What follows belongs to an exercise in optimizing a design on an open flow for small area and a short achievable clock period; a production flow would make more cautious choices.
The RTL was checked by simulation tests, not by an equivalence proof against the original design.
Power figures rest on the tool's default switching activity, not on a simulated workload.

// pipelined
module pipelined(
    input  logic            i_clk,
    input  logic            i_reset,
    output logic [31:0]     o_pc_debug,
    output logic            o_ctrl,
    output logic            o_mispred,
    output logic            o_insn_vld,
    output logic [31:0]     o_io_ledr,
    output logic [31:0]     o_io_ledg,
    output logic [6:0]      o_io_hex0,
    output logic [6:0]      o_io_hex1,
    output logic [6:0]      o_io_hex2,
    output logic [6:0]      o_io_hex3,
    output logic [6:0]      o_io_hex4,
    output logic [6:0]      o_io_hex5,
    output logic [6:0]      o_io_hex6,
    output logic [6:0]      o_io_hex7,
    output logic [31:0]     o_io_lcd,
    input  logic [31:0]     i_io_sw,
    output logic [31:0]     o_imem_addr,
    output logic            o_imem_req,
    input  logic [31:0]     i_imem_rdata,
    output logic [31:0]     o_dmem_addr_a,
    output logic [31:0]     o_dmem_addr_b,
    output logic [31:0]     o_dmem_wdata_a,
    output logic [31:0]     o_dmem_wdata_b,
    output logic [3:0]      o_dmem_bmask_a,
    output logic [3:0]      o_dmem_bmask_b,
    output logic            o_dmem_wren_a,
    output logic            o_dmem_wren_b,
    input  logic [31:0]     i_dmem_rdata_a,
    input  logic [31:0]     i_dmem_rdata_b
);
    localparam int LDS_N = 27;
    assign o_ctrl    = 1'b1;
  ...
Size: roughly 1700 flip-flops, about 490 I/O pins.
==> flow/config.mk <==
export PLATFORM = sky130hd
export DESIGN_NAME = pipelined
export DESIGN_NICKNAME = pipelined
export VERILOG_FILES = /design/flow/design.v
export SDC_FILE = /design/flow/constraint.sdc
export NUM_CORES = 4
export LEC_CHECK = 0
export ABC_AREA = 1
export CAP_MARGIN = 20
export CORE_MARGIN = 2
export CORE_UTILIZATION = 55
export SLEW_MARGIN = 20
==> flow/constraint.sdc <==
create_clock -name core_clock -period 18.5 [get_ports {i_clk}]
set_input_delay 3.7000 -clock core_clock [delete_from_list [all_inputs] [get_ports {i_clk}]]
set_output_delay 3.7000 -clock core_clock [all_outputs]
set_load 0.01 [all_outputs]
standard.sh (not shown) runs the stock make flow with config.mk's settings and CLKGATE_MAP_FILE= SYNTH_SCRIPT=/design/flow/synth_recipe.tcl, a recipe that flattens the netlist after the stock synthesis.
==> flow/flow/run.sh <==
#!/bin/bash
# Layout: the standard flow (standard.sh, unchanged synthesis), with two
# layout knobs the flow settings do not reach:
#  - port buffers are sky130_fd_sc_hd__buf_1 (the default picks a delay cell);
set -euo pipefail
bash standard.sh SETUP_SLACK_MARGIN=10 "BUFFER_PORTS_ARGS=-buffer_cell sky130_fd_sc_hd__buf_1" finish > run_standard.log 2>&1
Change:
==> flow/run.sh (new file) <==
#!/bin/bash
# synth_recipe.tcl (not shown) runs the flow's synth.tcl, then flattens the netlist and writes it again
# the make line also repeats each setting of config.mk as NAME=value (left out here)
make -C /OpenROAD-flow-scripts/flow DESIGN_CONFIG=/design/flow/config.mk WORK_HOME=/design/flow/orfs CLKGATE_MAP_FILE= SYNTH_SCRIPT=/design/flow/synth_recipe.tcl finish
Settings changed: CTS_BUF_LIST set to sky130_fd_sc_hd__clkbuf_8.
removed: flow/flow/run.sh
removed: flow/standard.sh
What happened:
- synthesized cell count does not change
- hold slack is worse by 45 ps
- combinational power went up slightly
- cell count went up slightly
- worst setup slack is worse by 1400 ps
- design area went up by a few percent
- wire length went down slightly

========
== job 101 ==
Another version of the RTL of pipelined (not shown whole).
Size: about 9,600 cells after synthesis, roughly 1,700 flip-flops, roughly 490 I/O pins.
==> flow/config.mk <==
export PLATFORM = sky130hd
export DESIGN_NAME = pipelined
export DESIGN_NICKNAME = pipelined
export VERILOG_FILES = /design/flow/design.v
export SDC_FILE = /design/flow/constraint.sdc
export NUM_CORES = 4
export LEC_CHECK = 0
export ABC_AREA = 1
export CAP_MARGIN = 30
export CORE_MARGIN = 2
export CORE_UTILIZATION = 55
export CTS_CLUSTER_DIAMETER = 60
export CTS_CLUSTER_SIZE = 20
export SLEW_MARGIN = 30
==> flow/constraint.sdc <==
create_clock -name core_clock -period 18.5 [get_ports {i_clk}]
set_input_delay 3.7000 -clock core_clock [delete_from_list [all_inputs] [get_ports {i_clk}]]
set_output_delay 3.7000 -clock core_clock [all_outputs]
set_load 0.01 [all_outputs]
==> flow/flow/run.sh <==
#!/bin/bash
# Layout: the standard flow (standard.sh, unchanged synthesis), with two
# layout knobs the flow settings do not reach:
#  - port buffers are sky130_fd_sc_hd__buf_1 (the default picks a delay cell);
set -euo pipefail
bash standard.sh SETUP_SLACK_MARGIN=11 "BUFFER_PORTS_ARGS=-buffer_cell sky130_fd_sc_hd__buf_1" finish > run_standard.log 2>&1
For job 102, these inputs were changed with respect to job 101:
==> flow/flow/run.sh <==
#!/bin/bash
# Layout: the standard flow (standard.sh, unchanged synthesis), with two
# layout knobs the flow settings do not reach:
#  - port buffers are sky130_fd_sc_hd__buf_2 (the default picks a delay cell);
set -euo pipefail
bash standard.sh SETUP_SLACK_MARGIN=11 "BUFFER_PORTS_ARGS=-buffer_cell sky130_fd_sc_hd__buf_2" finish > run_standard.log 2>&1
diff --git a/flow/config.mk b/flow/config.mk
--- a/flow/config.mk
+++ b/flow/config.mk
@@ -7,8 +7,8 @@
 export LEC_CHECK = 0
 export ABC_AREA = 1
-export CAP_MARGIN = 30
+export CAP_MARGIN = 35
 export CORE_MARGIN = 2
 export CORE_UTILIZATION = 55
-export CTS_CLUSTER_DIAMETER = 60
-export CTS_CLUSTER_SIZE = 20
-export SLEW_MARGIN = 30
+export CTS_CLUSTER_DIAMETER = 80
+export CTS_CLUSTER_SIZE = 30
+export SLEW_MARGIN = 35
[summary]
Job 102 ended with every stage complete and zero timing, DRC or antenna violations.
NOTE: sequential share of layout area in job 102 exceeds that of job 101
Sort job 102 and job 101 by total CTS buffers, ascending, and job 102 comes first.
STATUS total length of routed wires: job 102 loses against job 101
Final net count, job 102 and job 101: lower on job 102
On via count: between job 102 and job 101, it ends up higher for job 102.

========
pipelined again, from the RTL that the note above started with.
clock: 18.5 ns
lec_check: 0
abc_area: 1
cap_margin: 35
core_margin: 2
core_utilization: 55
cts_cluster_diameter: 60
cts_cluster_size: 20
slew_margin: 35
==> flow/flow/run.sh <==
#!/bin/bash
# Layout: the standard flow (standard.sh, unchanged synthesis), with two
# layout knobs the flow settings do not reach:
#  - port buffers are sky130_fd_sc_hd__buf_2 (the default picks a delay cell);
set -euo pipefail
bash standard.sh SETUP_SLACK_MARGIN=11 "BUFFER_PORTS_ARGS=-buffer_cell sky130_fd_sc_hd__buf_2" finish > run_standard.log 2>&1
The starting point went through all stages and came out clean.
Then changed:
==> flow/flow/run.sh (replaced) <==
#!/bin/bash
# Layout: the standard flow (standard.sh, unchanged synthesis), with two
# layout knobs the flow settings do not reach:
#  - port buffers are sky130_fd_sc_hd__buf_1 (the default picks a delay cell);
set -euo pipefail
bash standard.sh SETUP_SLACK_MARGIN=11 "BUFFER_PORTS_ARGS=-buffer_cell sky130_fd_sc_hd__buf_1" finish > run_standard.log 2>&1
CAP_MARGIN = 30   (was 35)
CTS_CLUSTER_DIAMETER = 80   (was 60)
CTS_CLUSTER_SIZE = 30   (was 20)
SLEW_MARGIN = 30   (was 35)
Maximum frequency increases by 3.3%.
Power decreases by 4.6%.
Combinational power decreases by about 3%.
Critical path depth increases by 17.
Hold slack gets better by 0.013 ns.
Wire length decreases by 1.8%.
Global-route usage decreases by 1.1 points.
Cell area decreases by about 2%.
Sequential cell count is unchanged.
Register-to-register slack gets worse by 0.06 ns.

========
## the previous run
pipelined, a different RTL version from the one above (not shown whole).
Size: about 7900 cells after synthesis, roughly 1800 flip-flops.
make LEC_CHECK=0 CAP_MARGIN=20 CORE_MARGIN=2 CORE_UTILIZATION=30 SLEW_MARGIN=20 finish   # period 18.5 ns
run.sh (not shown) runs the stock make flow with config.mk's settings and CLKGATE_MAP_FILE= SYNTH_SCRIPT=/design/flow/synth_recipe.tcl, a recipe that flattens the netlist after the stock synthesis.
Stock flow here: none of the scripts above is used.
#### Input delta (the current run over the previous run)
-- flow/config.mk --
<<< the previous run, line 8
export CAP_MARGIN = 20
export CORE_MARGIN = 2
export CORE_UTILIZATION = 30
export SLEW_MARGIN = 20
>>> the current run, line 8
export CAP_MARGIN = 20
export CORE_MARGIN = 2
export CORE_UTILIZATION = 55
export SLEW_MARGIN = 20
Taking the current run over the previous run, the number of rows created at floorplan ratio works out to 0.74. Fraction of met2 tracks used by global routing: the current run vs the previous run up 28 points. Summary of the comparison: final non-filler cell area is lower in the current run, relative to the previous run. In the current run, the utilization of the core after routing came out 27 points above the value in the previous run.

[afterwards: timing with drivers on the ports]
The flow's constraints put no driver on any port. The routed layouts listed below were extracted and timed again, unchanged, in two steps.
Step 1: set_driving_cell puts a clkbuf_16 on i_clk and a buf_2 on each other input, an assumption about the parent block.
Step 2 adds t to the input delays and takes it off the output delays; t is the mean of the earliest and latest rising clock arrival at the registers after step 1. Input paths then give back, and output paths get back, about the clock's delay inside the block.
Three values: ideal ports, drivers, drivers and shift; two values: the first two.
run	t (ns)	slack for setup (ns)	hold WS [ns]	worst setup path after step 2
the first run of note 1	0.926	9.976 / 9.879 / 9.184	0.344 / 0.344 / 0.344	input to register
the second run of note 1	1.151	8.597 / 8.502 / 8.212	0.299 / 0.299 / 0.299	input to register
job 101	0.964	11.042 / 10.949 / 10.199	0.350 / 0.350 / 0.350	input to register
job 102	0.920	10.775 / 10.667 / 10.359	0.347 / 0.347 / 0.347	input to register
the first run of note 3	0.908	10.811 / 10.714 / 10.356	0.342 / 0.342 / 0.342	input to register
the second run of note 3	0.886	11.059 / 10.982 / 10.162	0.354 / 0.354 / 0.354	input to register
the previous run	0.945	7.757 / 7.815 / 6.870	0.345 / 0.345 / 0.345	input to register
the current run	0.930	8.015 / 8.077 / 7.147	0.345 / 0.345 / 0.345	input to register
After both steps every run listed still meets setup and hold. For the second run of note 3, which loses most, drivers alone change the setup slack by -0.077 ns; drivers and shift together by -0.897 ns.
